Background: an optimization exercise with open tools, aiming at small area, a short achievable clock period and few clock cycles. Do not read the settings as production practice. In this exercise RTL edits were held to simulation tests only and were not proved equivalent to the original.

File: flow/constraint.sdc
create_clock -name core_clock -period 9.0 [get_ports {Clk}]
set_input_delay 1.8000 -clock core_clock [delete_from_list [all_inputs] [get_ports {Clk}]]
set_output_delay 1.8000 -clock core_clock [all_outputs]
set_load 0.01 [all_outputs]
File: flow/design.v
module HW3_FPMUL_SP(Clk, Rst, St, FPmplier, FPmcand, Done, Ovf, Unf, FPproduct);
  input Clk, Rst, St;
  input [31:0] FPmcand;
  input [31:0] FPmplier;
  output reg Done;
  output Ovf, Unf;
  output [31:0] FPproduct;
  reg busy;                 
  reg [22:0] M;             
  reg [25:1] M3;            
  reg [8:0] ES;             
  reg sgn;
  reg [24:0] P;             
  wire [23:0] mi = {1'b1, FPmcand[22:0]};
  wire [24:0] qi = {1'b1, FPmplier[22:0], 1'b0};    
  wire [25:0] m3i = {1'b0, mi, 1'b0} + {2'b00, mi};
  reg [7:0] s1, s2, s3, s4, ng;    
  wire [7:0] s1i, s2i, s3i, s4i, ngi;
  genvar g;
  generate for (g = 0; g < 8; g = g + 1) begin : enc
    wire [3:0] b = qi[3*g+3:3*g];
    wire [2:0] v = {1'b0, b[2], 1'b0} + b[1] + b[0];
    wire [2:0] a = b[3] ? 3'd4 - v : v;
    assign s1i[g] = (a == 3'd1);
    assign s2i[g] = (a == 3'd2);
    assign s3i[g] = (a == 3'd3);
    assign s4i[g] = (a == 3'd4);
    assign ngi[g] = b[3];
  end endgenerate
  always @(posedge Clk) begin
    M <= FPmcand[22:0];
    M3 <= m3i[25:1];
    s1 <= s1i; s2 <= s2i; s3 <= s3i; s4 <= s4i; ng <= ngi;
  end
  wire [25:0] m1 = {2'b01, M};
  wire [25:0] m2 = {1'b1, M, 1'b0};
  wire [25:0] m3 = {M3, M[0]};
  wire [25:0] m4 = {1'b1, M, 2'b00};
  wire [25:0] y0 = (({26{s1[0]}} & m1) | ({26{s2[0]}} & m2) | ({26{s3[0]}} & m3) | ({26{s4[0]}} & m4)) ^ {26{ng[0]}};
  wire [25:0] y1 = (({26{s1[1]}} & m1) | ({26{s2[1]}} & m2) | ({26{s3[1]}} & m3) | ({26{s4[1]}} & m4)) ^ {26{ng[1]}};
  wire [25:0] y2 = (({26{s1[2]}} & m1) | ({26{s2[2]}} & m2) | ({26{s3[2]}} & m3) | ({26{s4[2]}} & m4)) ^ {26{ng[2]}};
  wire [25:0] y3 = (({26{s1[3]}} & m1) | ({26{s2[3]}} & m2) | ({26{s3[3]}} & m3) | ({26{s4[3]}} & m4)) ^ {26{ng[3]}};
  wire [25:0] y4 = (({26{s1[4]}} & m1) | ({26{s2[4]}} & m2) | ({26{s3[4]}} & m3) | ({26{s4[4]}} & m4)) ^ {26{ng[4]}};
  wire [25:0] y5 = (({26{s1[5]}} & m1) | ({26{s2[5]}} & m2) | ({26{s3[5]}} & m3) | ({26{s4[5]}} & m4)) ^ {26{ng[5]}};
  wire [25:0] y6 = (({26{s1[6]}} & m1) | ({26{s2[6]}} & m2) | ({26{s3[6]}} & m3) | ({26{s4[6]}} & m4)) ^ {26{ng[6]}};
  wire [25:0] y7 = (({26{s1[7]}} & m1) | ({26{s2[7]}} & m2) | ({26{s3[7]}} & m3) | ({26{s4[7]}} & m4)) ^ {26{ng[7]}};
  wire ng0 = ng[0];
  wire ng1 = ng[1];
  wire ng2 = ng[2];
  wire ng3 = ng[3];
  wire ng4 = ng[4];
  wire ng5 = ng[5];
  wire ng6 = ng[6];
  wire ng7 = ng[7];
  wire fs0 = 1'b1 ^ ~ng0 ^ M[2];
  wire fc0 = (1'b1 & ~ng0) | (1'b1 & M[2]) | (~ng0 & M[2]);
  wire fs1 = 1'b1 ^ M[3];
  wire fc1 = 1'b1 & M[3];
  wire fs2 = 1'b1 ^ M[4];
  wire fc2 = 1'b1 & M[4];
  wire fs3 = ng5 ^ y0[15];
  wire fc3 = ng5 & y0[15];
  wire fs4 = y0[16] ^ y1[13];
  wire fc4 = y0[16] & y1[13];
  wire fs5 = y0[17] ^ y1[14];
  wire fc5 = y0[17] & y1[14];
  wire fs6 = ng6 ^ y0[18] ^ y1[15];
  wire fc6 = (ng6 & y0[18]) | (ng6 & y1[15]) | (y0[18] & y1[15]);
  wire fs7 = y2[12] ^ y3[9];
  wire fc7 = y2[12] & y3[9];
  wire fs8 = y0[19] ^ y1[16] ^ y2[13];
  wire fc8 = (y0[19] & y1[16]) | (y0[19] & y2[13]) | (y1[16] & y2[13]);
  wire fs9 = y3[10] ^ y4[7];
  wire fc9 = y3[10] & y4[7];
  wire fs10 = y0[20] ^ y1[17] ^ y2[14];
  wire fc10 = (y0[20] & y1[17]) | (y0[20] & y2[14]) | (y1[17] & y2[14]);
  wire fs11 = y3[11] ^ y4[8];
  wire fc11 = y3[11] & y4[8];
  wire fs12 = ng7 ^ y0[21] ^ y1[18];
  wire fc12 = (ng7 & y0[21]) | (ng7 & y1[18]) | (y0[21] & y1[18]);
  wire fs13 = y2[15] ^ y3[12] ^ y4[9];
  wire fc13 = (y2[15] & y3[12]) | (y2[15] & y4[9]) | (y3[12] & y4[9]);
  wire fs14 = y5[6] ^ y6[3];
  wire fc14 = y5[6] & y6[3];
  wire fs15 = y0[22] ^ y1[19] ^ y2[16];
  wire fc15 = (y0[22] & y1[19]) | (y0[22] & y2[16]) | (y1[19] & y2[16]);
  wire fs16 = y3[13] ^ y4[10] ^ y5[7];
  wire fc16 = (y3[13] & y4[10]) | (y3[13] & y5[7]) | (y4[10] & y5[7]);
  wire fs17 = y6[4] ^ y7[1];
  wire fc17 = y6[4] & y7[1];
  wire fs18 = y0[23] ^ y1[20] ^ y2[17];
  wire fc18 = (y0[23] & y1[20]) | (y0[23] & y2[17]) | (y1[20] & y2[17]);
  wire fs19 = y3[14] ^ y4[11] ^ y5[8];
  wire fc19 = (y3[14] & y4[11]) | (y3[14] & y5[8]) | (y4[11] & y5[8]);
  wire fs20 = y6[5] ^ y7[2];
  wire fc20 = y6[5] & y7[2];
  wire fs21 = M[0] ^ y0[24] ^ y1[21];
  wire fc21 = (M[0] & y0[24]) | (M[0] & y1[21]) | (y0[24] & y1[21]);
  wire fs22 = y2[18] ^ y3[15] ^ y4[12];
  wire fc22 = (y2[18] & y3[15]) | (y2[18] & y4[12]) | (y3[15] & y4[12]);
  wire fs23 = y5[9] ^ y6[6] ^ y7[3];
  wire fc23 = (y5[9] & y6[6]) | (y5[9] & y7[3]) | (y6[6] & y7[3]);
  wire fs24 = M[1] ^ y0[25] ^ y1[22];
  wire fc24 = (M[1] & y0[25]) | (M[1] & y1[22]) | (y0[25] & y1[22]);
  wire fs25 = y2[19] ^ y3[16] ^ y4[13];
  wire fc25 = (y2[19] & y3[16]) | (y2[19] & y4[13]) | (y3[16] & y4[13]);
  wire fs26 = y5[10] ^ y6[7] ^ y7[4];
  wire fc26 = (y5[10] & y6[7]) | (y5[10] & y7[4]) | (y6[7] & y7[4]);
  wire fs27 = fs0 ^ y1[23] ^ y2[20];
  wire fc27 = (fs0 & y1[23]) | (fs0 & y2[20]) | (y1[23] & y2[20]);
  wire fs28 = y3[17] ^ y4[14] ^ y5[11];
  wire fc28 = (y3[17] & y4[14]) | (y3[17] & y5[11]) | (y4[14] & y5[11]);
  wire fs29 = y6[8] ^ y7[5];
  wire fc29 = y6[8] & y7[5];
  wire fs30 = fc0 ^ y1[24] ^ y2[21];
  wire fc30 = (fc0 & y1[24]) | (fc0 & y2[21]) | (y1[24] & y2[21]);
  wire fs31 = y3[18] ^ y4[15] ^ y5[12];
  wire fc31 = (y3[18] & y4[15]) | (y3[18] & y5[12]) | (y4[15] & y5[12]);
  wire fs32 = y6[9] ^ y7[6] ^ fs1;
  wire fc32 = (y6[9] & y7[6]) | (y6[9] & fs1) | (y7[6] & fs1);
  wire fs33 = y1[25] ^ y2[22] ^ y3[19];
  wire fc33 = (y1[25] & y2[22]) | (y1[25] & y3[19]) | (y2[22] & y3[19]);
  wire fs34 = y4[16] ^ y5[13] ^ y6[10];
  wire fc34 = (y4[16] & y5[13]) | (y4[16] & y6[10]) | (y5[13] & y6[10]);
  wire fs35 = y7[7] ^ fc1 ^ fs2;
  wire fc35 = (y7[7] & fc1) | (y7[7] & fs2) | (fc1 & fs2);
  wire fs36 = ~ng1 ^ M[5] ^ y2[23];
  wire fc36 = (~ng1 & M[5]) | (~ng1 & y2[23]) | (M[5] & y2[23]);
  wire fs37 = y3[20] ^ y4[17] ^ y5[14];
  wire fc37 = (y3[20] & y4[17]) | (y3[20] & y5[14]) | (y4[17] & y5[14]);
  wire fs38 = y6[11] ^ y7[8] ^ fc2;
  wire fc38 = (y6[11] & y7[8]) | (y6[11] & fc2) | (y7[8] & fc2);
  wire fs39 = 1'b1 ^ M[6] ^ y2[24];
  wire fc39 = (1'b1 & M[6]) | (1'b1 & y2[24]) | (M[6] & y2[24]);
  wire fs40 = y3[21] ^ y4[18] ^ y5[15];
  wire fc40 = (y3[21] & y4[18]) | (y3[21] & y5[15]) | (y4[18] & y5[15]);
  wire fs41 = y6[12] ^ y7[9];
  wire fc41 = y6[12] & y7[9];
  wire fs42 = 1'b1 ^ M[7] ^ y2[25];
  wire fc42 = (1'b1 & M[7]) | (1'b1 & y2[25]) | (M[7] & y2[25]);
  wire fs43 = y3[22] ^ y4[19] ^ y5[16];
  wire fc43 = (y3[22] & y4[19]) | (y3[22] & y5[16]) | (y4[19] & y5[16]);
  wire fs44 = y6[13] ^ y7[10];
  wire fc44 = y6[13] & y7[10];
  wire fs45 = ~ng2 ^ M[8] ^ y3[23];
  wire fc45 = (~ng2 & M[8]) | (~ng2 & y3[23]) | (M[8] & y3[23]);
  wire fs46 = y4[20] ^ y5[17] ^ y6[14];
  wire fc46 = (y4[20] & y5[17]) | (y4[20] & y6[14]) | (y5[17] & y6[14]);
  wire fs47 = 1'b1 ^ M[9] ^ y3[24];
  wire fc47 = (1'b1 & M[9]) | (1'b1 & y3[24]) | (M[9] & y3[24]);
  wire fs48 = y4[21] ^ y5[18];
  wire fc48 = y4[21] & y5[18];
  wire fs49 = 1'b1 ^ M[10] ^ y3[25];
  wire fc49 = (1'b1 & M[10]) | (1'b1 & y3[25]) | (M[10] & y3[25]);
  wire fs50 = y4[22] ^ y5[19];
  wire fc50 = y4[22] & y5[19];
  wire fs51 = ~ng3 ^ M[11] ^ y4[23];
  wire fc51 = (~ng3 & M[11]) | (~ng3 & y4[23]) | (M[11] & y4[23]);
  wire fs52 = 1'b1 ^ M[12];
  wire fc52 = 1'b1 & M[12];
  wire fs53 = 1'b1 ^ M[13];
  wire fc53 = 1'b1 & M[13];
  wire fs54 = ng3 ^ y0[9];
  wire fc54 = ng3 & y0[9];
  wire fs55 = y0[10] ^ y1[7];
  wire fc55 = y0[10] & y1[7];
  wire fs56 = y0[11] ^ y1[8];
  wire fc56 = y0[11] & y1[8];
  wire fs57 = ng4 ^ y0[12] ^ y1[9];
  wire fc57 = (ng4 & y0[12]) | (ng4 & y1[9]) | (y0[12] & y1[9]);
  wire fs58 = y2[6] ^ y3[3];
  wire fc58 = y2[6] & y3[3];
  wire fs59 = y0[13] ^ y1[10] ^ y2[7];
  wire fc59 = (y0[13] & y1[10]) | (y0[13] & y2[7]) | (y1[10] & y2[7]);
  wire fs60 = y3[4] ^ y4[1];
  wire fc60 = y3[4] & y4[1];
  wire fs61 = y0[14] ^ y1[11] ^ y2[8];
  wire fc61 = (y0[14] & y1[11]) | (y0[14] & y2[8]) | (y1[11] & y2[8]);
  wire fs62 = y3[5] ^ y4[2];
  wire fc62 = y3[5] & y4[2];
  wire fs63 = y1[12] ^ y2[9] ^ y3[6];
  wire fc63 = (y1[12] & y2[9]) | (y1[12] & y3[6]) | (y2[9] & y3[6]);
  wire fs64 = y4[3] ^ y5[0] ^ fs3;
  wire fc64 = (y4[3] & y5[0]) | (y4[3] & fs3) | (y5[0] & fs3);
  wire fs65 = y2[10] ^ y3[7] ^ y4[4];
  wire fc65 = (y2[10] & y3[7]) | (y2[10] & y4[4]) | (y3[7] & y4[4]);
  wire fs66 = y5[1] ^ fc3 ^ fs4;
  wire fc66 = (y5[1] & fc3) | (y5[1] & fs4) | (fc3 & fs4);
  wire fs67 = y2[11] ^ y3[8] ^ y4[5];
  wire fc67 = (y2[11] & y3[8]) | (y2[11] & y4[5]) | (y3[8] & y4[5]);
  wire fs68 = y5[2] ^ fc4 ^ fs5;
  wire fc68 = (y5[2] & fc4) | (y5[2] & fs5) | (fc4 & fs5);
  wire fs69 = y4[6] ^ y5[3] ^ y6[0];
  wire fc69 = (y4[6] & y5[3]) | (y4[6] & y6[0]) | (y5[3] & y6[0]);
  wire fs70 = fc5 ^ fs6 ^ fs7;
  wire fc70 = (fc5 & fs6) | (fc5 & fs7) | (fs6 & fs7);
  wire fs71 = y5[4] ^ y6[1] ^ fc6;
  wire fc71 = (y5[4] & y6[1]) | (y5[4] & fc6) | (y6[1] & fc6);
  wire fs72 = fc7 ^ fs8 ^ fs9;
  wire fc72 = (fc7 & fs8) | (fc7 & fs9) | (fs8 & fs9);
  wire fs73 = y5[5] ^ y6[2] ^ fc8;
  wire fc73 = (y5[5] & y6[2]) | (y5[5] & fc8) | (y6[2] & fc8);
  wire fs74 = fc9 ^ fs10 ^ fs11;
  wire fc74 = (fc9 & fs10) | (fc9 & fs11) | (fs10 & fs11);
  wire fs75 = y7[0] ^ fc10 ^ fc11;
  wire fc75 = (y7[0] & fc10) | (y7[0] & fc11) | (fc10 & fc11);
  wire fs76 = fs12 ^ fs13 ^ fs14;
  wire fc76 = (fs12 & fs13) | (fs12 & fs14) | (fs13 & fs14);
  wire fs77 = fc12 ^ fc13 ^ fc14;
  wire fc77 = (fc12 & fc13) | (fc12 & fc14) | (fc13 & fc14);
  wire fs78 = fs15 ^ fs16 ^ fs17;
  wire fc78 = (fs15 & fs16) | (fs15 & fs17) | (fs16 & fs17);
  wire fs79 = fc15 ^ fc16 ^ fc17;
  wire fc79 = (fc15 & fc16) | (fc15 & fc17) | (fc16 & fc17);
  wire fs80 = fs18 ^ fs19 ^ fs20;
  wire fc80 = (fs18 & fs19) | (fs18 & fs20) | (fs19 & fs20);
  wire fs81 = fc18 ^ fc19 ^ fc20;
  wire fc81 = (fc18 & fc19) | (fc18 & fc20) | (fc19 & fc20);
  wire fs82 = fs21 ^ fs22 ^ fs23;
  wire fc82 = (fs21 & fs22) | (fs21 & fs23) | (fs22 & fs23);
  wire fs83 = fc21 ^ fc22 ^ fc23;
  wire fc83 = (fc21 & fc22) | (fc21 & fc23) | (fc22 & fc23);
  wire fs84 = fs24 ^ fs25 ^ fs26;
  wire fc84 = (fs24 & fs25) | (fs24 & fs26) | (fs25 & fs26);
  wire fs85 = fc24 ^ fc25 ^ fc26;
  wire fc85 = (fc24 & fc25) | (fc24 & fc26) | (fc25 & fc26);
  wire fs86 = fs27 ^ fs28 ^ fs29;
  wire fc86 = (fs27 & fs28) | (fs27 & fs29) | (fs28 & fs29);
  wire fs87 = fc27 ^ fc28 ^ fc29;
  wire fc87 = (fc27 & fc28) | (fc27 & fc29) | (fc28 & fc29);
  wire fs88 = fs30 ^ fs31 ^ fs32;
  wire fc88 = (fs30 & fs31) | (fs30 & fs32) | (fs31 & fs32);
  wire fs89 = fc30 ^ fc31 ^ fc32;
  wire fc89 = (fc30 & fc31) | (fc30 & fc32) | (fc31 & fc32);
  wire fs90 = fs33 ^ fs34 ^ fs35;
  wire fc90 = (fs33 & fs34) | (fs33 & fs35) | (fs34 & fs35);
  wire fs91 = fc33 ^ fc34 ^ fc35;
  wire fc91 = (fc33 & fc34) | (fc33 & fc35) | (fc34 & fc35);
  wire fs92 = fs36 ^ fs37 ^ fs38;
  wire fc92 = (fs36 & fs37) | (fs36 & fs38) | (fs37 & fs38);
  wire fs93 = fc36 ^ fc37 ^ fc38;
  wire fc93 = (fc36 & fc37) | (fc36 & fc38) | (fc37 & fc38);
  wire fs94 = fs39 ^ fs40 ^ fs41;
  wire fc94 = (fs39 & fs40) | (fs39 & fs41) | (fs40 & fs41);
  wire fs95 = fc39 ^ fc40 ^ fc41;
  wire fc95 = (fc39 & fc40) | (fc39 & fc41) | (fc40 & fc41);
  wire fs96 = fs42 ^ fs43 ^ fs44;
  wire fc96 = (fs42 & fs43) | (fs42 & fs44) | (fs43 & fs44);
  wire fs97 = y7[11] ^ fc42 ^ fc43;
  wire fc97 = (y7[11] & fc42) | (y7[11] & fc43) | (fc42 & fc43);
  wire fs98 = fc44 ^ fs45 ^ fs46;
  wire fc98 = (fc44 & fs45) | (fc44 & fs46) | (fs45 & fs46);
  wire fs99 = y6[15] ^ y7[12] ^ fc45;
  wire fc99 = (y6[15] & y7[12]) | (y6[15] & fc45) | (y7[12] & fc45);
  wire fs100 = fc46 ^ fs47 ^ fs48;
  wire fc100 = (fc46 & fs47) | (fc46 & fs48) | (fs47 & fs48);
  wire fs101 = y6[16] ^ y7[13] ^ fc47;
  wire fc101 = (y6[16] & y7[13]) | (y6[16] & fc47) | (y7[13] & fc47);
  wire fs102 = fc48 ^ fs49 ^ fs50;
  wire fc102 = (fc48 & fs49) | (fc48 & fs50) | (fs49 & fs50);
  wire fs103 = y5[20] ^ y6[17] ^ y7[14];
  wire fc103 = (y5[20] & y6[17]) | (y5[20] & y7[14]) | (y6[17] & y7[14]);
  wire fs104 = fc49 ^ fc50 ^ fs51;
  wire fc104 = (fc49 & fc50) | (fc49 & fs51) | (fc50 & fs51);
  wire fs105 = y4[24] ^ y5[21] ^ y6[18];
  wire fc105 = (y4[24] & y5[21]) | (y4[24] & y6[18]) | (y5[21] & y6[18]);
  wire fs106 = y7[15] ^ fs52 ^ fc51;
  wire fc106 = (y7[15] & fs52) | (y7[15] & fc51) | (fs52 & fc51);
  wire fs107 = y4[25] ^ y5[22] ^ y6[19];
  wire fc107 = (y4[25] & y5[22]) | (y4[25] & y6[19]) | (y5[22] & y6[19]);
  wire fs108 = y7[16] ^ fc52 ^ fs53;
  wire fc108 = (y7[16] & fc52) | (y7[16] & fs53) | (fc52 & fs53);
  wire fs109 = ~ng4 ^ M[14] ^ y5[23];
  wire fc109 = (~ng4 & M[14]) | (~ng4 & y5[23]) | (M[14] & y5[23]);
  wire fs110 = y6[20] ^ y7[17] ^ fc53;
  wire fc110 = (y6[20] & y7[17]) | (y6[20] & fc53) | (y7[17] & fc53);
  wire fs111 = 1'b1 ^ M[15] ^ y5[24];
  wire fc111 = (1'b1 & M[15]) | (1'b1 & y5[24]) | (M[15] & y5[24]);
  wire fs112 = y6[21] ^ y7[18];
  wire fc112 = y6[21] & y7[18];
  wire fs113 = 1'b1 ^ M[16] ^ y5[25];
  wire fc113 = (1'b1 & M[16]) | (1'b1 & y5[25]) | (M[16] & y5[25]);
  wire fs114 = y6[22] ^ y7[19];
  wire fc114 = y6[22] & y7[19];
  wire fs115 = ~ng5 ^ M[17] ^ y6[23];
  wire fc115 = (~ng5 & M[17]) | (~ng5 & y6[23]) | (M[17] & y6[23]);
  wire fs116 = 1'b1 ^ M[18];
  wire fc116 = 1'b1 & M[18];
  wire fs117 = 1'b1 ^ M[19];
  wire fc117 = 1'b1 & M[19];
  wire fs118 = ng2 ^ y0[6];
  wire fc118 = ng2 & y0[6];
  wire fs119 = y0[7] ^ y1[4];
  wire fc119 = y0[7] & y1[4];
  wire fs120 = y0[8] ^ y1[5];
  wire fc120 = y0[8] & y1[5];
  wire fs121 = y1[6] ^ y2[3] ^ y3[0];
  wire fc121 = (y1[6] & y2[3]) | (y1[6] & y3[0]) | (y2[3] & y3[0]);
  wire fs122 = y2[4] ^ y3[1] ^ fc54;
  wire fc122 = (y2[4] & y3[1]) | (y2[4] & fc54) | (y3[1] & fc54);
  wire fs123 = y2[5] ^ y3[2] ^ fc55;
  wire fc123 = (y2[5] & y3[2]) | (y2[5] & fc55) | (y3[2] & fc55);
  wire fs124 = y4[0] ^ fc56 ^ fs57;
  wire fc124 = (y4[0] & fc56) | (y4[0] & fs57) | (fc56 & fs57);
  wire fs125 = fc57 ^ fc58 ^ fs59;
  wire fc125 = (fc57 & fc58) | (fc57 & fs59) | (fc58 & fs59);
  wire fs126 = fc59 ^ fc60 ^ fs61;
  wire fc126 = (fc59 & fc60) | (fc59 & fs61) | (fc60 & fs61);
  wire fs127 = fc61 ^ fc62 ^ fs63;
  wire fc127 = (fc61 & fc62) | (fc61 & fs63) | (fc62 & fs63);
  wire fs128 = fc63 ^ fs65 ^ fc64;
  wire fc128 = (fc63 & fs65) | (fc63 & fc64) | (fs65 & fc64);
  wire fs129 = fc65 ^ fs67 ^ fc66;
  wire fc129 = (fc65 & fs67) | (fc65 & fc66) | (fs67 & fc66);
  wire fs130 = fc67 ^ fs69 ^ fc68;
  wire fc130 = (fc67 & fs69) | (fc67 & fc68) | (fs69 & fc68);
  wire fs131 = fc69 ^ fc70 ^ fs71;
  wire fc131 = (fc69 & fc70) | (fc69 & fs71) | (fc70 & fs71);
  wire fs132 = fc71 ^ fc72 ^ fs73;
  wire fc132 = (fc71 & fc72) | (fc71 & fs73) | (fc72 & fs73);
  wire fs133 = fc73 ^ fc74 ^ fs75;
  wire fc133 = (fc73 & fc74) | (fc73 & fs75) | (fc74 & fs75);
  wire fs134 = fc75 ^ fc76 ^ fs77;
  wire fc134 = (fc75 & fc76) | (fc75 & fs77) | (fc76 & fs77);
  wire fs135 = fc77 ^ fc78 ^ fs79;
  wire fc135 = (fc77 & fc78) | (fc77 & fs79) | (fc78 & fs79);
  wire fs136 = fc79 ^ fc80 ^ fs81;
  wire fc136 = (fc79 & fc80) | (fc79 & fs81) | (fc80 & fs81);
  wire fs137 = fc81 ^ fc82 ^ fs83;
  wire fc137 = (fc81 & fc82) | (fc81 & fs83) | (fc82 & fs83);
  wire fs138 = fc83 ^ fc84 ^ fs85;
  wire fc138 = (fc83 & fc84) | (fc83 & fs85) | (fc84 & fs85);
  wire fs139 = fc85 ^ fc86 ^ fs87;
  wire fc139 = (fc85 & fc86) | (fc85 & fs87) | (fc86 & fs87);
  wire fs140 = fc87 ^ fc88 ^ fs89;
  wire fc140 = (fc87 & fc88) | (fc87 & fs89) | (fc88 & fs89);
  wire fs141 = fc89 ^ fc90 ^ fs91;
  wire fc141 = (fc89 & fc90) | (fc89 & fs91) | (fc90 & fs91);
  wire fs142 = fc91 ^ fc92 ^ fs93;
  wire fc142 = (fc91 & fc92) | (fc91 & fs93) | (fc92 & fs93);
  wire fs143 = fc93 ^ fc94 ^ fs95;
  wire fc143 = (fc93 & fc94) | (fc93 & fs95) | (fc94 & fs95);
  wire fs144 = fc95 ^ fc96 ^ fs97;
  wire fc144 = (fc95 & fc96) | (fc95 & fs97) | (fc96 & fs97);
  wire fs145 = fc97 ^ fc98 ^ fs99;
  wire fc145 = (fc97 & fc98) | (fc97 & fs99) | (fc98 & fs99);
  wire fs146 = fc99 ^ fc100 ^ fs101;
  wire fc146 = (fc99 & fc100) | (fc99 & fs101) | (fc100 & fs101);
  wire fs147 = fs103 ^ fc101 ^ fc102;
  wire fc147 = (fs103 & fc101) | (fs103 & fc102) | (fc101 & fc102);
  wire fs148 = fc103 ^ fs105 ^ fc104;
  wire fc148 = (fc103 & fs105) | (fc103 & fc104) | (fs105 & fc104);
  wire fs149 = fc105 ^ fs107 ^ fs108;
  wire fc149 = (fc105 & fs107) | (fc105 & fs108) | (fs107 & fs108);
  wire fs150 = fc107 ^ fc108 ^ fs109;
  wire fc150 = (fc107 & fc108) | (fc107 & fs109) | (fc108 & fs109);
  wire fs151 = fc109 ^ fc110 ^ fs111;
  wire fc151 = (fc109 & fc110) | (fc109 & fs111) | (fc110 & fs111);
  wire fs152 = fc111 ^ fc112 ^ fs113;
  wire fc152 = (fc111 & fc112) | (fc111 & fs113) | (fc112 & fs113);
  wire fs153 = y7[20] ^ fc113 ^ fc114;
  wire fc153 = (y7[20] & fc113) | (y7[20] & fc114) | (fc113 & fc114);
  wire fs154 = y6[24] ^ y7[21] ^ fs116;
  wire fc154 = (y6[24] & y7[21]) | (y6[24] & fs116) | (y7[21] & fs116);
  wire fs155 = y6[25] ^ y7[22] ^ fc116;
  wire fc155 = (y6[25] & y7[22]) | (y6[25] & fc116) | (y7[22] & fc116);
  wire fs156 = ~ng6 ^ M[20] ^ y7[23];
  wire fc156 = (~ng6 & M[20]) | (~ng6 & y7[23]) | (M[20] & y7[23]);
  wire fs157 = 1'b1 ^ M[21];
  wire fc157 = 1'b1 & M[21];
  wire fs158 = 1'b1 ^ M[22];
  wire fc158 = 1'b1 & M[22];
  wire fs159 = ng1 ^ y0[3];
  wire fc159 = ng1 & y0[3];
  wire fs160 = y0[4] ^ y1[1];
  wire fc160 = y0[4] & y1[1];
  wire fs161 = y0[5] ^ y1[2];
  wire fc161 = y0[5] & y1[2];
  wire fs162 = y1[3] ^ y2[0] ^ fs118;
  wire fc162 = (y1[3] & y2[0]) | (y1[3] & fs118) | (y2[0] & fs118);
  wire fs163 = y2[1] ^ fc118 ^ fs119;
  wire fc163 = (y2[1] & fc118) | (y2[1] & fs119) | (fc118 & fs119);
  wire fs164 = y2[2] ^ fc119 ^ fs120;
  wire fc164 = (y2[2] & fc119) | (y2[2] & fs120) | (fc119 & fs120);
  wire fs165 = fs54 ^ fc120 ^ fs121;
  wire fc165 = (fs54 & fc120) | (fs54 & fs121) | (fc120 & fs121);
  wire fs166 = fs55 ^ fc121 ^ fs122;
  wire fc166 = (fs55 & fc121) | (fs55 & fs122) | (fc121 & fs122);
  wire fs167 = fs56 ^ fc122 ^ fs123;
  wire fc167 = (fs56 & fc122) | (fs56 & fs123) | (fc122 & fs123);
  wire fs168 = fs58 ^ fc123 ^ fs124;
  wire fc168 = (fs58 & fc123) | (fs58 & fs124) | (fc123 & fs124);
  wire fs169 = fs60 ^ fc124 ^ fs125;
  wire fc169 = (fs60 & fc124) | (fs60 & fs125) | (fc124 & fs125);
  wire fs170 = fs62 ^ fc125 ^ fs126;
  wire fc170 = (fs62 & fc125) | (fs62 & fs126) | (fc125 & fs126);
  wire fs171 = fs64 ^ fc126 ^ fs127;
  wire fc171 = (fs64 & fc126) | (fs64 & fs127) | (fc126 & fs127);
  wire fs172 = fs66 ^ fc127 ^ fs128;
  wire fc172 = (fs66 & fc127) | (fs66 & fs128) | (fc127 & fs128);
  wire fs173 = fs68 ^ fc128 ^ fs129;
  wire fc173 = (fs68 & fc128) | (fs68 & fs129) | (fc128 & fs129);
  wire fs174 = fs70 ^ fc129 ^ fs130;
  wire fc174 = (fs70 & fc129) | (fs70 & fs130) | (fc129 & fs130);
  wire fs175 = fs72 ^ fc130 ^ fs131;
  wire fc175 = (fs72 & fc130) | (fs72 & fs131) | (fc130 & fs131);
  wire fs176 = fs74 ^ fc131 ^ fs132;
  wire fc176 = (fs74 & fc131) | (fs74 & fs132) | (fc131 & fs132);
  wire fs177 = fs76 ^ fc132 ^ fs133;
  wire fc177 = (fs76 & fc132) | (fs76 & fs133) | (fc132 & fs133);
  wire fs178 = fs78 ^ fc133 ^ fs134;
  wire fc178 = (fs78 & fc133) | (fs78 & fs134) | (fc133 & fs134);
  wire fs179 = fs80 ^ fc134 ^ fs135;
  wire fc179 = (fs80 & fc134) | (fs80 & fs135) | (fc134 & fs135);
  wire fs180 = fs82 ^ fc135 ^ fs136;
  wire fc180 = (fs82 & fc135) | (fs82 & fs136) | (fc135 & fs136);
  wire fs181 = fs84 ^ fc136 ^ fs137;
  wire fc181 = (fs84 & fc136) | (fs84 & fs137) | (fc136 & fs137);
  wire fs182 = fs86 ^ fc137 ^ fs138;
  wire fc182 = (fs86 & fc137) | (fs86 & fs138) | (fc137 & fs138);
  wire fs183 = fs88 ^ fc138 ^ fs139;
  wire fc183 = (fs88 & fc138) | (fs88 & fs139) | (fc138 & fs139);
  wire fs184 = fs90 ^ fc139 ^ fs140;
  wire fc184 = (fs90 & fc139) | (fs90 & fs140) | (fc139 & fs140);
  wire fs185 = fs92 ^ fc140 ^ fs141;
  wire fc185 = (fs92 & fc140) | (fs92 & fs141) | (fc140 & fs141);
  wire fs186 = fs94 ^ fc141 ^ fs142;
  wire fc186 = (fs94 & fc141) | (fs94 & fs142) | (fc141 & fs142);
  wire fs187 = fs96 ^ fc142 ^ fs143;
  wire fc187 = (fs96 & fc142) | (fs96 & fs143) | (fc142 & fs143);
  wire fs188 = fs98 ^ fc143 ^ fs144;
  wire fc188 = (fs98 & fc143) | (fs98 & fs144) | (fc143 & fs144);
  wire fs189 = fs100 ^ fc144 ^ fs145;
  wire fc189 = (fs100 & fc144) | (fs100 & fs145) | (fc144 & fs145);
  wire fs190 = fs102 ^ fc145 ^ fs146;
  wire fc190 = (fs102 & fc145) | (fs102 & fs146) | (fc145 & fs146);
  wire fs191 = fs104 ^ fc146 ^ fs147;
  wire fc191 = (fs104 & fc146) | (fs104 & fs147) | (fc146 & fs147);
  wire fs192 = fs106 ^ fc147 ^ fs148;
  wire fc192 = (fs106 & fc147) | (fs106 & fs148) | (fc147 & fs148);
  wire fs193 = fc106 ^ fs149 ^ fc148;
  wire fc193 = (fc106 & fs149) | (fc106 & fc148) | (fs149 & fc148);
  wire fs194 = fs110 ^ fc149 ^ fs150;
  wire fc194 = (fs110 & fc149) | (fs110 & fs150) | (fc149 & fs150);
  wire fs195 = fs112 ^ fc150 ^ fs151;
  wire fc195 = (fs112 & fc150) | (fs112 & fs151) | (fc150 & fs151);
  wire fs196 = fs114 ^ fc151 ^ fs152;
  wire fc196 = (fs114 & fc151) | (fs114 & fs152) | (fc151 & fs152);
  wire fs197 = fs115 ^ fc152 ^ fs153;
  wire fc197 = (fs115 & fc152) | (fs115 & fs153) | (fc152 & fs153);
  wire fs198 = fc115 ^ fs154 ^ fc153;
  wire fc198 = (fc115 & fs154) | (fc115 & fc153) | (fs154 & fc153);
  wire fs199 = fs117 ^ fc154 ^ fs155;
  wire fc199 = (fs117 & fc154) | (fs117 & fs155) | (fc154 & fs155);
  wire fs200 = fc117 ^ fc155 ^ fs156;
  wire fc200 = (fc117 & fc155) | (fc117 & fs156) | (fc155 & fs156);
  wire fs201 = y7[24] ^ fs157 ^ fc156;
  wire fc201 = (y7[24] & fs157) | (y7[24] & fc156) | (fs157 & fc156);
  wire fs202 = y7[25] ^ fc157 ^ fs158;
  wire fc202 = (y7[25] & fc157) | (y7[25] & fs158) | (fc157 & fs158);
  wire fs203 = 1'b1 ^ ~ng7 ^ fc158;
  wire fc203 = (1'b1 & ~ng7) | (1'b1 & fc158) | (~ng7 & fc158);
  wire [47:0] TS = {fc202, fc201, fc200, fc199, fc198, fc197, fc196, fc195, fc194, fc193, fc192, fc191, fc190, fc189, fc188, fc187, fc186, fc185, fc184, fc183, fc182, fc181, fc180, fc179, fc178, fc177, fc176, fc175, fc174, fc173, fc172, fc171, fc170, fc169, fc168, fc167, fc166, fc165, fc164, fc163, fc162, fc161, fc160, fc159, y1[0], y0[2], y0[1], ng0};
  wire [47:0] TC = {fs203, fs202, fs201, fs200, fs199, fs198, fs197, fs196, fs195, fs194, fs193, fs192, fs191, fs190, fs189, fs188, fs187, fs186, fs185, fs184, fs183, fs182, fs181, fs180, fs179, fs178, fs177, fs176, fs175, fs174, fs173, fs172, fs171, fs170, fs169, fs168, fs167, fs166, fs165, fs164, fs163, fs162, fs161, fs160, fs159, 1'b0, 1'b0, y0[0]};
  wire [47:0] g0 = TS & TC, p0 = TS ^ TC;
  wire gq1_1 = g0[1] | (p0[1] & g0[0]);
  wire pq1_1 = p0[1] & p0[0];
  wire gq1_3 = g0[3] | (p0[3] & g0[2]);
  wire pq1_3 = p0[3] & p0[2];
  wire gq1_5 = g0[5] | (p0[5] & g0[4]);
  wire pq1_5 = p0[5] & p0[4];
  wire gq1_7 = g0[7] | (p0[7] & g0[6]);
  wire pq1_7 = p0[7] & p0[6];
  wire gq1_9 = g0[9] | (p0[9] & g0[8]);
  wire pq1_9 = p0[9] & p0[8];
  wire gq1_11 = g0[11] | (p0[11] & g0[10]);
  wire pq1_11 = p0[11] & p0[10];
  wire gq1_13 = g0[13] | (p0[13] & g0[12]);
  wire pq1_13 = p0[13] & p0[12];
  wire gq1_15 = g0[15] | (p0[15] & g0[14]);
  wire pq1_15 = p0[15] & p0[14];
  wire gq1_17 = g0[17] | (p0[17] & g0[16]);
  wire pq1_17 = p0[17] & p0[16];
  wire gq1_19 = g0[19] | (p0[19] & g0[18]);
  wire pq1_19 = p0[19] & p0[18];
  wire gq1_21 = g0[21] | (p0[21] & g0[20]);
  wire pq1_21 = p0[21] & p0[20];
  wire gq1_23 = g0[23] | (p0[23] & g0[22]);
  wire pq1_23 = p0[23] & p0[22];
  wire gq1_25 = g0[25] | (p0[25] & g0[24]);
  wire pq1_25 = p0[25] & p0[24];
  wire gq1_27 = g0[27] | (p0[27] & g0[26]);
  wire pq1_27 = p0[27] & p0[26];
  wire gq1_29 = g0[29] | (p0[29] & g0[28]);
  wire pq1_29 = p0[29] & p0[28];
  wire gq1_31 = g0[31] | (p0[31] & g0[30]);
  wire pq1_31 = p0[31] & p0[30];
  wire gq1_33 = g0[33] | (p0[33] & g0[32]);
  wire pq1_33 = p0[33] & p0[32];
  wire gq1_35 = g0[35] | (p0[35] & g0[34]);
  wire pq1_35 = p0[35] & p0[34];
  wire gq1_37 = g0[37] | (p0[37] & g0[36]);
  wire pq1_37 = p0[37] & p0[36];
  wire gq1_39 = g0[39] | (p0[39] & g0[38]);
  wire pq1_39 = p0[39] & p0[38];
  wire gq1_41 = g0[41] | (p0[41] & g0[40]);
  wire pq1_41 = p0[41] & p0[40];
  wire gq1_43 = g0[43] | (p0[43] & g0[42]);
  wire pq1_43 = p0[43] & p0[42];
  wire gq1_45 = g0[45] | (p0[45] & g0[44]);
  wire pq1_45 = p0[45] & p0[44];
  wire gq1_47 = g0[47] | (p0[47] & g0[46]);
  wire pq1_47 = p0[47] & p0[46];
  wire gq2_2 = g0[2] | (p0[2] & gq1_1);
  wire pq2_2 = p0[2] & pq1_1;
  wire gq2_3 = gq1_3 | (pq1_3 & gq1_1);
  wire pq2_3 = pq1_3 & pq1_1;
  wire gq2_6 = g0[6] | (p0[6] & gq1_5);
  wire pq2_6 = p0[6] & pq1_5;
  wire gq2_7 = gq1_7 | (pq1_7 & gq1_5);
  wire pq2_7 = pq1_7 & pq1_5;
  wire gq2_10 = g0[10] | (p0[10] & gq1_9);
  wire pq2_10 = p0[10] & pq1_9;
  wire gq2_11 = gq1_11 | (pq1_11 & gq1_9);
  wire pq2_11 = pq1_11 & pq1_9;
  wire gq2_14 = g0[14] | (p0[14] & gq1_13);
  wire pq2_14 = p0[14] & pq1_13;
  wire gq2_15 = gq1_15 | (pq1_15 & gq1_13);
  wire pq2_15 = pq1_15 & pq1_13;
  wire gq2_18 = g0[18] | (p0[18] & gq1_17);
  wire pq2_18 = p0[18] & pq1_17;
  wire gq2_19 = gq1_19 | (pq1_19 & gq1_17);
  wire pq2_19 = pq1_19 & pq1_17;
  wire gq2_22 = g0[22] | (p0[22] & gq1_21);
  wire pq2_22 = p0[22] & pq1_21;
  wire gq2_23 = gq1_23 | (pq1_23 & gq1_21);
  wire pq2_23 = pq1_23 & pq1_21;
  wire gq2_26 = g0[26] | (p0[26] & gq1_25);
  wire pq2_26 = p0[26] & pq1_25;
  wire gq2_27 = gq1_27 | (pq1_27 & gq1_25);
  wire pq2_27 = pq1_27 & pq1_25;
  wire gq2_30 = g0[30] | (p0[30] & gq1_29);
  wire pq2_30 = p0[30] & pq1_29;
  wire gq2_31 = gq1_31 | (pq1_31 & gq1_29);
  wire pq2_31 = pq1_31 & pq1_29;
  wire gq2_34 = g0[34] | (p0[34] & gq1_33);
  wire pq2_34 = p0[34] & pq1_33;
  wire gq2_35 = gq1_35 | (pq1_35 & gq1_33);
  wire pq2_35 = pq1_35 & pq1_33;
  wire gq2_38 = g0[38] | (p0[38] & gq1_37);
  wire pq2_38 = p0[38] & pq1_37;
  wire gq2_39 = gq1_39 | (pq1_39 & gq1_37);
  wire pq2_39 = pq1_39 & pq1_37;
  wire gq2_42 = g0[42] | (p0[42] & gq1_41);
  wire pq2_42 = p0[42] & pq1_41;
  wire gq2_43 = gq1_43 | (pq1_43 & gq1_41);
  wire pq2_43 = pq1_43 & pq1_41;
  wire gq2_46 = g0[46] | (p0[46] & gq1_45);
  wire pq2_46 = p0[46] & pq1_45;
  wire gq2_47 = gq1_47 | (pq1_47 & gq1_45);
  wire pq2_47 = pq1_47 & pq1_45;
  wire gq3_4 = g0[4] | (p0[4] & gq2_3);
  wire pq3_4 = p0[4] & pq2_3;
  wire gq3_5 = gq1_5 | (pq1_5 & gq2_3);
  wire pq3_5 = pq1_5 & pq2_3;
  wire gq3_6 = gq2_6 | (pq2_6 & gq2_3);
  wire pq3_6 = pq2_6 & pq2_3;
  wire gq3_7 = gq2_7 | (pq2_7 & gq2_3);
  wire pq3_7 = pq2_7 & pq2_3;
  wire gq3_12 = g0[12] | (p0[12] & gq2_11);
  wire pq3_12 = p0[12] & pq2_11;
  wire gq3_13 = gq1_13 | (pq1_13 & gq2_11);
  wire pq3_13 = pq1_13 & pq2_11;
  wire gq3_14 = gq2_14 | (pq2_14 & gq2_11);
  wire pq3_14 = pq2_14 & pq2_11;
  wire gq3_15 = gq2_15 | (pq2_15 & gq2_11);
  wire pq3_15 = pq2_15 & pq2_11;
  wire gq3_20 = g0[20] | (p0[20] & gq2_19);
  wire pq3_20 = p0[20] & pq2_19;
  wire gq3_21 = gq1_21 | (pq1_21 & gq2_19);
  wire pq3_21 = pq1_21 & pq2_19;
  wire gq3_22 = gq2_22 | (pq2_22 & gq2_19);
  wire pq3_22 = pq2_22 & pq2_19;
  wire gq3_23 = gq2_23 | (pq2_23 & gq2_19);
  wire pq3_23 = pq2_23 & pq2_19;
  wire gq3_28 = g0[28] | (p0[28] & gq2_27);
  wire pq3_28 = p0[28] & pq2_27;
  wire gq3_29 = gq1_29 | (pq1_29 & gq2_27);
  wire pq3_29 = pq1_29 & pq2_27;
  wire gq3_30 = gq2_30 | (pq2_30 & gq2_27);
  wire pq3_30 = pq2_30 & pq2_27;
  wire gq3_31 = gq2_31 | (pq2_31 & gq2_27);
  wire pq3_31 = pq2_31 & pq2_27;
  wire gq3_36 = g0[36] | (p0[36] & gq2_35);
  wire pq3_36 = p0[36] & pq2_35;
  wire gq3_37 = gq1_37 | (pq1_37 & gq2_35);
  wire pq3_37 = pq1_37 & pq2_35;
  wire gq3_38 = gq2_38 | (pq2_38 & gq2_35);
  wire pq3_38 = pq2_38 & pq2_35;
  wire gq3_39 = gq2_39 | (pq2_39 & gq2_35);
  wire pq3_39 = pq2_39 & pq2_35;
  wire gq3_44 = g0[44] | (p0[44] & gq2_43);
  wire pq3_44 = p0[44] & pq2_43;
  wire gq3_45 = gq1_45 | (pq1_45 & gq2_43);
  wire pq3_45 = pq1_45 & pq2_43;
  wire gq3_46 = gq2_46 | (pq2_46 & gq2_43);
  wire pq3_46 = pq2_46 & pq2_43;
  wire gq3_47 = gq2_47 | (pq2_47 & gq2_43);
  wire pq3_47 = pq2_47 & pq2_43;
  wire gq4_8 = g0[8] | (p0[8] & gq3_7);
  wire pq4_8 = p0[8] & pq3_7;
  wire gq4_9 = gq1_9 | (pq1_9 & gq3_7);
  wire pq4_9 = pq1_9 & pq3_7;
  wire gq4_10 = gq2_10 | (pq2_10 & gq3_7);
  wire pq4_10 = pq2_10 & pq3_7;
  wire gq4_11 = gq2_11 | (pq2_11 & gq3_7);
  wire pq4_11 = pq2_11 & pq3_7;
  wire gq4_12 = gq3_12 | (pq3_12 & gq3_7);
  wire pq4_12 = pq3_12 & pq3_7;
  wire gq4_13 = gq3_13 | (pq3_13 & gq3_7);
  wire pq4_13 = pq3_13 & pq3_7;
  wire gq4_14 = gq3_14 | (pq3_14 & gq3_7);
  wire pq4_14 = pq3_14 & pq3_7;
  wire gq4_15 = gq3_15 | (pq3_15 & gq3_7);
  wire pq4_15 = pq3_15 & pq3_7;
  wire gq4_24 = g0[24] | (p0[24] & gq3_23);
  wire pq4_24 = p0[24] & pq3_23;
  wire gq4_25 = gq1_25 | (pq1_25 & gq3_23);
  wire pq4_25 = pq1_25 & pq3_23;
  wire gq4_26 = gq2_26 | (pq2_26 & gq3_23);
  wire pq4_26 = pq2_26 & pq3_23;
  wire gq4_27 = gq2_27 | (pq2_27 & gq3_23);
  wire pq4_27 = pq2_27 & pq3_23;
  wire gq4_28 = gq3_28 | (pq3_28 & gq3_23);
  wire pq4_28 = pq3_28 & pq3_23;
  wire gq4_29 = gq3_29 | (pq3_29 & gq3_23);
  wire pq4_29 = pq3_29 & pq3_23;
  wire gq4_30 = gq3_30 | (pq3_30 & gq3_23);
  wire pq4_30 = pq3_30 & pq3_23;
  wire gq4_31 = gq3_31 | (pq3_31 & gq3_23);
  wire pq4_31 = pq3_31 & pq3_23;
  wire gq4_40 = g0[40] | (p0[40] & gq3_39);
  wire pq4_40 = p0[40] & pq3_39;
  wire gq4_41 = gq1_41 | (pq1_41 & gq3_39);
  wire pq4_41 = pq1_41 & pq3_39;
  wire gq4_42 = gq2_42 | (pq2_42 & gq3_39);
  wire pq4_42 = pq2_42 & pq3_39;
  wire gq4_43 = gq2_43 | (pq2_43 & gq3_39);
  wire pq4_43 = pq2_43 & pq3_39;
  wire gq4_44 = gq3_44 | (pq3_44 & gq3_39);
  wire pq4_44 = pq3_44 & pq3_39;
  wire gq4_45 = gq3_45 | (pq3_45 & gq3_39);
  wire pq4_45 = pq3_45 & pq3_39;
  wire gq4_46 = gq3_46 | (pq3_46 & gq3_39);
  wire pq4_46 = pq3_46 & pq3_39;
  wire gq4_47 = gq3_47 | (pq3_47 & gq3_39);
  wire pq4_47 = pq3_47 & pq3_39;
  wire gq5_16 = g0[16] | (p0[16] & gq4_15);
  wire pq5_16 = p0[16] & pq4_15;
  wire gq5_17 = gq1_17 | (pq1_17 & gq4_15);
  wire pq5_17 = pq1_17 & pq4_15;
  wire gq5_18 = gq2_18 | (pq2_18 & gq4_15);
  wire pq5_18 = pq2_18 & pq4_15;
  wire gq5_19 = gq2_19 | (pq2_19 & gq4_15);
  wire pq5_19 = pq2_19 & pq4_15;
  wire gq5_20 = gq3_20 | (pq3_20 & gq4_15);
  wire pq5_20 = pq3_20 & pq4_15;
  wire gq5_21 = gq3_21 | (pq3_21 & gq4_15);
  wire pq5_21 = pq3_21 & pq4_15;
  wire gq5_22 = gq3_22 | (pq3_22 & gq4_15);
  wire pq5_22 = pq3_22 & pq4_15;
  wire gq5_23 = gq3_23 | (pq3_23 & gq4_15);
  wire pq5_23 = pq3_23 & pq4_15;
  wire gq5_24 = gq4_24 | (pq4_24 & gq4_15);
  wire pq5_24 = pq4_24 & pq4_15;
  wire gq5_25 = gq4_25 | (pq4_25 & gq4_15);
  wire pq5_25 = pq4_25 & pq4_15;
  wire gq5_26 = gq4_26 | (pq4_26 & gq4_15);
  wire pq5_26 = pq4_26 & pq4_15;
  wire gq5_27 = gq4_27 | (pq4_27 & gq4_15);
  wire pq5_27 = pq4_27 & pq4_15;
  wire gq5_28 = gq4_28 | (pq4_28 & gq4_15);
  wire pq5_28 = pq4_28 & pq4_15;
  wire gq5_29 = gq4_29 | (pq4_29 & gq4_15);
  wire pq5_29 = pq4_29 & pq4_15;
  wire gq5_30 = gq4_30 | (pq4_30 & gq4_15);
  wire pq5_30 = pq4_30 & pq4_15;
  wire gq5_31 = gq4_31 | (pq4_31 & gq4_15);
  wire pq5_31 = pq4_31 & pq4_15;
  wire gq6_32 = g0[32] | (p0[32] & gq5_31);
  wire pq6_32 = p0[32] & pq5_31;
  wire gq6_33 = gq1_33 | (pq1_33 & gq5_31);
  wire pq6_33 = pq1_33 & pq5_31;
  wire gq6_34 = gq2_34 | (pq2_34 & gq5_31);
  wire pq6_34 = pq2_34 & pq5_31;
  wire gq6_35 = gq2_35 | (pq2_35 & gq5_31);
  wire pq6_35 = pq2_35 & pq5_31;
  wire gq6_36 = gq3_36 | (pq3_36 & gq5_31);
  wire pq6_36 = pq3_36 & pq5_31;
  wire gq6_37 = gq3_37 | (pq3_37 & gq5_31);
  wire pq6_37 = pq3_37 & pq5_31;
  wire gq6_38 = gq3_38 | (pq3_38 & gq5_31);
  wire pq6_38 = pq3_38 & pq5_31;
  wire gq6_39 = gq3_39 | (pq3_39 & gq5_31);
  wire pq6_39 = pq3_39 & pq5_31;
  wire gq6_40 = gq4_40 | (pq4_40 & gq5_31);
  wire pq6_40 = pq4_40 & pq5_31;
  wire gq6_41 = gq4_41 | (pq4_41 & gq5_31);
  wire pq6_41 = pq4_41 & pq5_31;
  wire gq6_42 = gq4_42 | (pq4_42 & gq5_31);
  wire pq6_42 = pq4_42 & pq5_31;
  wire gq6_43 = gq4_43 | (pq4_43 & gq5_31);
  wire pq6_43 = pq4_43 & pq5_31;
  wire gq6_44 = gq4_44 | (pq4_44 & gq5_31);
  wire pq6_44 = pq4_44 & pq5_31;
  wire gq6_45 = gq4_45 | (pq4_45 & gq5_31);
  wire pq6_45 = pq4_45 & pq5_31;
  wire gq6_46 = gq4_46 | (pq4_46 & gq5_31);
  wire pq6_46 = pq4_46 & pq5_31;
  wire gq6_47 = gq4_47 | (pq4_47 & gq5_31);
  wire pq6_47 = pq4_47 & pq5_31;
  wire [47:0] PF = p0 ^ {gq6_46, gq6_45, gq6_44, gq6_43, gq6_42, gq6_41, gq6_40, gq6_39, gq6_38, gq6_37, gq6_36, gq6_35, gq6_34, gq6_33, gq6_32, gq5_31, gq5_30, gq5_29, gq5_28, gq5_27, gq5_26, gq5_25, gq5_24, gq5_23, gq5_22, gq5_21, gq5_20, gq5_19, gq5_18, gq5_17, gq5_16, gq4_15, gq4_14, gq4_13, gq4_12, gq4_11, gq4_10, gq4_9, gq4_8, gq3_7, gq3_6, gq3_5, gq3_4, gq2_3, gq2_2, gq1_1, g0[0], 1'b0};
  always @(posedge Clk) begin
    if (Rst) begin
      Done <= 1'b1;
      busy <= 1'b0;
    end else begin
      Done <= !(Done && St);
      busy <= Done && St;
    end
    if (Done && St) begin
      ES <= FPmcand[30:23] + FPmplier[30:23];
      sgn <= FPmcand[31] ^ FPmplier[31];
    end
    if (busy) P <= PF[47:23];
  end
  wire p47 = P[24];
  assign FPproduct[22:0] = p47 ? P[23:1] : P[22:0];
  assign FPproduct[30:23] = ES[7:0] + 8'd129 + p47;
  assign FPproduct[31] = sgn;
  assign Ovf = p47 ? (ES >= 9'd381) : (ES >= 9'd382);
  assign Unf = p47 ? (ES <= 9'd126) : (ES <= 9'd127);
endmodule
File: flow/run.sh
#!/bin/bash
# synth_recipe.tcl (not shown) runs the flow's synth.tcl, then flattens the netlist and writes it again
# the make line also repeats each setting of config.mk as NAME=value (left out here)
make -C /OpenROAD-flow-scripts/flow DESIGN_CONFIG=/design/flow/config.mk WORK_HOME=/design/flow/orfs CLKGATE_MAP_FILE= SYNTH_SCRIPT=/design/flow/synth_recipe.tcl finish
File: flow/config.mk
export PLATFORM = sky130hd
export DESIGN_NAME = HW3_FPMUL_SP
export DESIGN_NICKNAME = HW3_FPMUL_SP
export VERILOG_FILES = /design/flow/design.v
export SDC_FILE = /design/flow/constraint.sdc
export NUM_CORES = 4
export LEC_CHECK = 0
export ABC_CLOCK_PERIOD_IN_PS = 3500
export CAP_MARGIN = 20
export CORE_MARGIN = 2
export CORE_UTILIZATION = 40
export SETUP_SLACK_MARGIN = 5
export SLEW_MARGIN = 20
==> results of run 1 <==
cells in the final DEF (no fill, tap or decap), types with 7 or more instances in the layout:
master / instances
xor2_1: 27
ha_1: 117
dfxtp_2: 21
dlygate4sd2_1: 8
buf_6: 25
nor3_1: 11
edfxtp_1: 35
a21oi_1: 48
clkdlybuf4s50_1: 82
nor2_1: 71
fa_1: 140
inv_1: 201
o21a_1: 13
a21oi_2: 11
a222oi_1: 7
xnor2_1: 205
buf_4: 84
inv_2: 11
buf_12: 7
ha_4: 16
a21o_1: 20
a32oi_1: 7
dfxtp_4: 10
nand4_1: 8
mux2_2: 23
nand2b_1: 8
a221oi_2: 48
a22o_1: 162
nor2b_1: 9
a22oi_1: 20
dfxtp_1: 58
clkbuf_16: 19
a221oi_1: 120
fa_2: 22
o21ai_0: 23
nand2_1: 44
metrics by stage:
| step | util | setup WS (ns) |
|---|---|---|
| 4_1_cts | 0.4891 | 3.634 |
| 6_report | 0.4987 | 3.573 |
| 5_1_grt | 0.4987 | 3.374 |
| 2_1_floorplan | - | 3.915 |
| 3_3_place_gp | 0.4518 | 3.106 |
| 3_5_place_dp | 0.4518 | 3.029 |
synthesized netlist by cell type, types with 2 or more instances:
cell type,count
nor3_1,15
o21bai_1,3
o31ai_1,2
buf_1,13
xnor2_1,210
a21oi_1,59
ha_1,136
and4_1,3
a211o_1,2
o211ai_1,6
nor3b_1,6
o21ai_0,29
or3_1,3
xor2_1,28
a211oi_1,4
a32oi_1,7
nor2b_1,11
o21a_1,13
a22o_1,162
inv_1,209
nand2_1,45
nand3_1,8
and3_1,5
inv_2,4
a222oi_1,7
a31oi_1,8
edfxtp_1,35
mux2_2,23
a22oi_1,20
fa_1,162
nand2b_1,10
a21o_1,20
nor2_1,74
dfxtp_1,89
nand4_1,8
a221oi_1,171
and2_1,5
clkbuf_1,163
flip-flops by register name, indices dropped and copies added, names as in the netlist:
signal,count
s4,8
busy,1
ng,7
s1,8
P,25
s3,8
M3,25
s2,8
sgn,1
ES,9
Done,1
M,23
worst max path at each step:
stage | start | to | slack (ns)
global route | s3[6] | P[24] | 3.37
CTS | s3[1] | P[19] | 3.63
global placement | ng[5] | P[24] | 3.11
floorplan | M[7] | P[24] | 3.92
finish | M[13] | P[15] | 3.57
detailed placement | ng[5] | P[24] | 3.03
layout make-up:
type | count | area (µm²) | share of cell area
tap | 532 | 665.6 | 0.03254
sequential | 124 | 2897 | 0.1416
clock inverter | 11 | 105.1 | 0.005138
multi-input combinational | 1280 | 13310 | 0.6506
timing repair buffer | 221 | 2183 | 0.1067
clock buffer | 21 | 493.0 | 0.02410
inverter | 213 | 803.3 | 0.03927
logic make-up after synthesis:
kind of cell / share of synthesized area
fa+ha+maj: 0.2957
mux: 0.01549
flops: 0.1694
xor+xnor: 0.1247
compound gates: 0.2510
buf+inv: 0.08904
simple gates: 0.05477
worst max-delay path, stage by stage, from the launching register on:
cell       delay (ns)
dfxtp_4          0.35
buf_4            0.14
bufbuf_16        0.29
a221oi_2         0.26
xnor2_1          0.22
fa_1             0.47
fa_1             0.47
fa_1             0.47
fa_2             0.46
ha_1             0.25
a21o_1           0.17
a21o_1           0.22
a221oi_4         0.35
nor2_1           0.09
a21o_1           0.19
inv_2            0.09
o21ai_4          0.07
a211o_1          0.34
a31oi_2          0.21
xnor2_1          0.08
routing by layer:
metal  wire (µm)  share of wire
met1       23750           0.41
met2       25060           0.44
met3        6132           0.11
met4        2444          0.043
met5         103         0.0018
what timing repair did:
action / 4_1_cts / 5_1_grt
resized for setup: 114 / 80
endpoints found under the setup margin: 42 / 34
cloned: 4 / 0
pin swaps: 30 / 40
setup buffers: 53 / 9
endpoints found under the hold margin: 0 / 0
==> impl_metrics.toml, run 1 <==
[cells_and_area]
area_growth_pct = 22.33
final_area_um2 = 20460
num-fill-cells = 3740
final_net_count = 2222
fin_cells = 2402
n_antenna_cell = 0
drive_gt1_frac = 0.1947

[clock_network]
cts_hold_buf = 0
numCtsBuffers = 17
clock-sinks = 124
path_clk_slew_ns = 0.06
cts_tree = "yes"
clkLatencyLatePin_ns = 0.47
cts_htree_levels = 4
cts_root_buf = "clkbuf_16"
clockBufferDepth = 2

[placed_design]
place_inst = 2304
dp_hpwl_um = 37670
place_area_um2 = 18530
portBuffers = 101
place_congestion = 0.9352

[logic_synthesis]
synth.area.top_cells = "fa_1 19%, xnor2_1 11%, dfxtp_1 11%"
syn_avg_cell_area_um2 = 9.306
yosysWarnings = 1
synth_fp_nets = 2162
async_flop_share = 0
synth_cell_type_count = 57
synth_top_area_share = 0.1939
ys_seq_elements = 124
dominantRegCellSynth = "dfxtp_1"
ys_seq_area_frac = 0.1694
synth_top_area_cell = "fa_1"
syn_inst = 1797
synth_edf_count = 35
netlist_area_um2 = 16720

[worst_setup_path]
critPathLaunchType = "flop"
worstReg2RegStart = "M[13]"
arrival_ns = 5.63
cp-end-kind = "flop"
required_ns = 9.21
rrSetupSlack_ns = 3.57
r2r-end = "P[15]"
reg2reg_depth = 19
crit_type = "reg -> reg"
path_max_fanout = 13

[drt]
antenna_left = 0
avgRoutedWirePerCell_um = 23.93
drt_iter0_drc = 2002
via_per_inst = 6.143
wl_um = 57490
vias = 14756
drc = 0
first_pass_iters = 8

[floorplanning]
start_util = 0.4077
die_h_um = 208.5
fp.dieW_um = 208.5
io_pins = 102
core-area_um2 = 41020
rows = 74
die_area_um2 = 43460

[grt]
globalRouteMet1Util = 0.3377
use_met3 = 0.08362
grt.busiest_layer = "met2"
grt_pass1_vias = 14534
met2_usage = 0.3942
antenna_found_initial = 1
overflow = 0
globalRouteTotalUtil = 0.2610
grt_pass1_wl_um = 86850
grt_start_max_net_pins = 29

[sta]
period_needed_ns = 5.427
skew_ns = 0.02236
finalSetupViolations = 0
fmax_mhz = 184.3
slew_violations = 0
hold-worst-slack_ns = 0.8114
hold_viol_final = 0
maxSlewHeadroom = 0.2939
worstMarginPinSlew_ns = 1.058
setup_tns_ns = 0
rsz0062_at_grt = "yes"
min_period_over_period = 0.6030

[hold_path]
worstHoldEndpoint = "Done"
hold_start = "Done"
hold_depth = 2
hp-class = "reg -> reg"

[run]
max_cap_violations = 0

[status]
outcome = "finished clean"
Testbench counts, summed over its fixed seeds: cycles 16,000.
==> inputs of run 2 (changes only) <==
--- a/flow/config.mk
+++ b/flow/config.mk
@@ -11,2 +11,3 @@
 export CORE_UTILIZATION = 40
+export CTS_BUF_LIST = sky130_fd_sc_hd__clkbuf_4 sky130_fd_sc_hd__clkbuf_8
 export SETUP_SLACK_MARGIN = 5
==> run 2 against run 1 <==
Compared with the run above: final area is 0.98% lower; fmax is 0.81% higher; critical endpoint is now P[24]; clock skew is 0.0072 ns higher; still clean; synthesized cell count did not move; sequential share of layout area grew 0.14 points; routed wire length down 0.91%; core utilization decreased by 0.49 points; register-to-register slack better by 0.04 ns; area after synthesis unchanged; worst setup slack better by 0.043 ns.
==> impl_metrics.toml, run 2 <==
[worst_setup_path]
crit_type = "reg -> reg"
cp.buffers_inverters = 4
cpMaxStageDelayCell = "fa_1"
critPathLaunchType = "flop"
cp-end-kind = "flop"
max_stage_delay_ns = 0.56
worstReg2RegStart = "ng[3]"
path_common_cell = "fa_1"
arrival_ns = 5.62
reg2reg_depth = 20
required_ns = 9.24
r2r-end = "P[24]"
rrSetupSlack_ns = 3.62
worstPathCellList = "buf_4 -> inv_2 -> xnor2_1 -> fa_1 -> inv_1 -> fa_1 -> inv_1 -> fa_1 -> fa_1 -> ha_4 -> a21o_1 -> a21oi_2 -> o211ai_1 -> o21ai_2 -> o32ai_4 -> nor2_4 -> o311ai_4 -> or3_1 -> a31oi_1 -> xnor2_1"
cp_top_family = "adder cells"
path_max_fanout = 21

[floorplanning]
core-area_um2 = 41020
start_util = 0.4077
rows = 74
io_pins = 102
fp.dieW_um = 208.5
die_h_um = 208.5
die_area_um2 = 43460

[clock_network]
cts_root_buf = "clkbuf_8"
path_clk_slew_ns = 0.10
cts_htree_levels = 4
clkLatencyLatePin_ns = 0.51
clock-sinks = 124
numCtsBuffers = 17
cts_tree = "yes"
clockBufferDepth = 2
cts_hold_buf = 0

[grt]
grt_pass1_wl_um = 86970
globalRouteTotalUtil = 0.2600
grt_pass1_vias = 14549
overflow = 0
antenna_found_initial = 1
grt_start_max_net_pins = 29

[logic_synthesis]
synth_top_area_share = 0.1939
ys_seq_area_frac = 0.1694
yosys.cell_count.top_type = "xnor2_1"
synth_top_area_cell = "fa_1"
syn_inst = 1797
ys_seq_elements = 124
synthTopCellsByCount = "210 x xnor2_1, 209 x inv_1, 171 x a221oi_1"
synth_cell_type_count = 57
netlist_area_um2 = 16720
dominantRegCellSynth = "dfxtp_1"
synth_fp_nets = 2162
yosysWarnings = 1
synth.area.top_cells = "fa_1 19%, xnor2_1 11%, dfxtp_1 11%"
async_flop_share = 0
syn_avg_cell_area_um2 = 9.306
synth_edf_count = 35

[drt]
drc = 0
avgRoutedWirePerCell_um = 23.74
first_pass_iters = 6
antenna_left = 0
via_per_inst = 6.129
wl_um = 56970
vias = 14709
drt_iter0_drc = 1741

[sta]
min_period_over_period = 0.5982
worstMarginPinSlew_ns = 1.024
fmax_mhz = 185.7
slew_violations = 0
setup_tns_ns = 0
rsz0062_at_grt = "yes"
finalSetupViolations = 0
skew_ns = 0.02957
hold_viol_final = 0
period_needed_ns = 5.384
maxSlewHeadroom = 0.3167

[hold_path]
hold_start = "Done"
hold_depth = 2
hp-class = "reg -> reg"
worstHoldEndpoint = "Done"

[cells_and_area]
drive_gt1_frac = 0.1933
final_cell_mix = "204 x xnor2_1, 201 x inv_1, 162 x a22o_1"
final_net_count = 2220
layout_commonest_cell = "xnor2_1"
area_growth_pct = 21.14
biggestRegsByFlops = "M3: 25 flops, P: 25 flops, M: 23 flops"
n_antenna_cell = 0

[placed_design]
portBuffers = 101
place_congestion = 0.9352
dp_hpwl_um = 37670

[run]
max_cap_violations = 0

[status]
outcome = "finished clean"
==> run 2: cell types whose count changed in the layout (fill, tap and decap cells not counted), moves of 4 or more <==
cell	change
ha_1	+4
clkbuf_8	+17
clkdlybuf4s50_1	+4
clkbuf_16	-19
==> run 2: logic make-up (layout without fill, tap and decap cells) <==
logic type,after synthesis,count (layout),share of synthesized area
AOI/OAI and AO/OA,525,525,0.2510
buffers and inverters,393,464,0.08904
adders and majority gates,298,298,0.2957
xor gates and xnor gates,238,238,0.1247
and+or+nand+nor,196,196,0.05477
DFF,124,124,0.1694
muxes,23,23,0.01549
==> run 2: how the worst max path moves through the flow <==
stage,from,to,slack (ns),depth (start not counted)
global placement,ng[5],P[24],3.11,17
detailed placement,ng[5],P[24],3.03,17
CTS,s3[1],P[19],3.63,23
global route,s3[6],P[24],3.39,20
floorplan,M[7],P[24],3.92,20
finish,ng[3],P[24],3.62,20
==> run 2: timing repair <==
| action | 4_1_cts | 5_1_grt |
|---|---|---|
| gates resized for setup | 114 | 72 |
| pin swaps | 31 | 35 |
| setup buffers | 53 | 7 |
| cloned | 4 | 0 |
| setup endpoints to repair | 41 | 34 |
==> run 2: through the flow <==
stage,hold WS (ns),cell area (µm²),utilization,setup WS (ns),std cells
2_1_floorplan,0.7505,17380,-,3.915,1797
3_3_place_gp,0.7840,18530,0.4518,3.106,2304
3_5_place_dp,0.8068,18530,0.4518,3.029,2304
4_1_cts,0.8253,19890,0.4850,3.629,2393
5_1_grt,0.8834,20260,0.4939,3.390,2400
6_report,0.8206,20260,0.4939,3.616,2400
==> run 2: layout make-up <==
class,instances,area (µm²)
clock buffer,19,255.2
multi-input combinational,1280,13290
timing repair buffer,219,2178
fill,3754,20760
clock inverter,13,165.2
inverter,213,803.3
sequential,124,2897
tap,532,665.6
==> run 2: worst register-to-register path, stage by stage (launching register included) <==
cell and delay, ns:
dfxtp_1 0.32, buf_4 0.40, inv_2 0.29, xnor2_1 0.21, fa_1 0.50, inv_1 0.07
fa_1 0.38, inv_1 0.09, fa_1 0.44, fa_1 0.56, ha_4 0.24, a21o_1 0.17
a21oi_2 0.20, o211ai_1 0.15, o21ai_2 0.12, o32ai_4 0.15, nor2_4 0.13, o311ai_4 0.09
or3_1 0.35, a31oi_1 0.17, xnor2_1 0.09
==> run 2: per-layer routing <==
layer | vias to the layer above | part of all wire | wire length [µm] | track usage
met5 | - | 0.0010 | 57 | 0.007786
met4 | 4 | 0.047 | 2706 | 0.1248
met3 | 188 | 0.11 | 6219 | 0.08211
met2 | 854 | 0.43 | 24630 | 0.3900
met1 | 7120 | 0.41 | 23360 | 0.3383
li1 | 6543 | - | - | -

-- separate check: timing with driven ports --
How much do the figures lean on ideal ports? The routed layouts below were timed once more, with nothing changed but the port constraints.
Step 1 sets driving cells, clkbuf_16 on the clock port and buf_2 on the other inputs (assumed; they add their load-dependent delay and slew).
Step 2 also shifts input and output timing later by t, the mid clock arrival at the registers, as if the neighbouring blocks saw the same clock.
a / b / c = ideal ports / drivers / drivers and shift; a / b = the first two.
| run | t, ns | slack for setup (ns) | latest minus earliest clock arrival (ns) | slew at the worst register clock pin (ns) |
|---|---|---|---|---|
| run 1 | 0.508 | 3.573 / 3.573 / 3.573 | 0.022 / 0.023 | 0.08 / 0.08 |
| run 2 | 0.538 | 3.616 / 3.616 / 3.616 | 0.030 / 0.029 | 0.10 / 0.10 |
After both steps setup and hold are still met in every run listed.
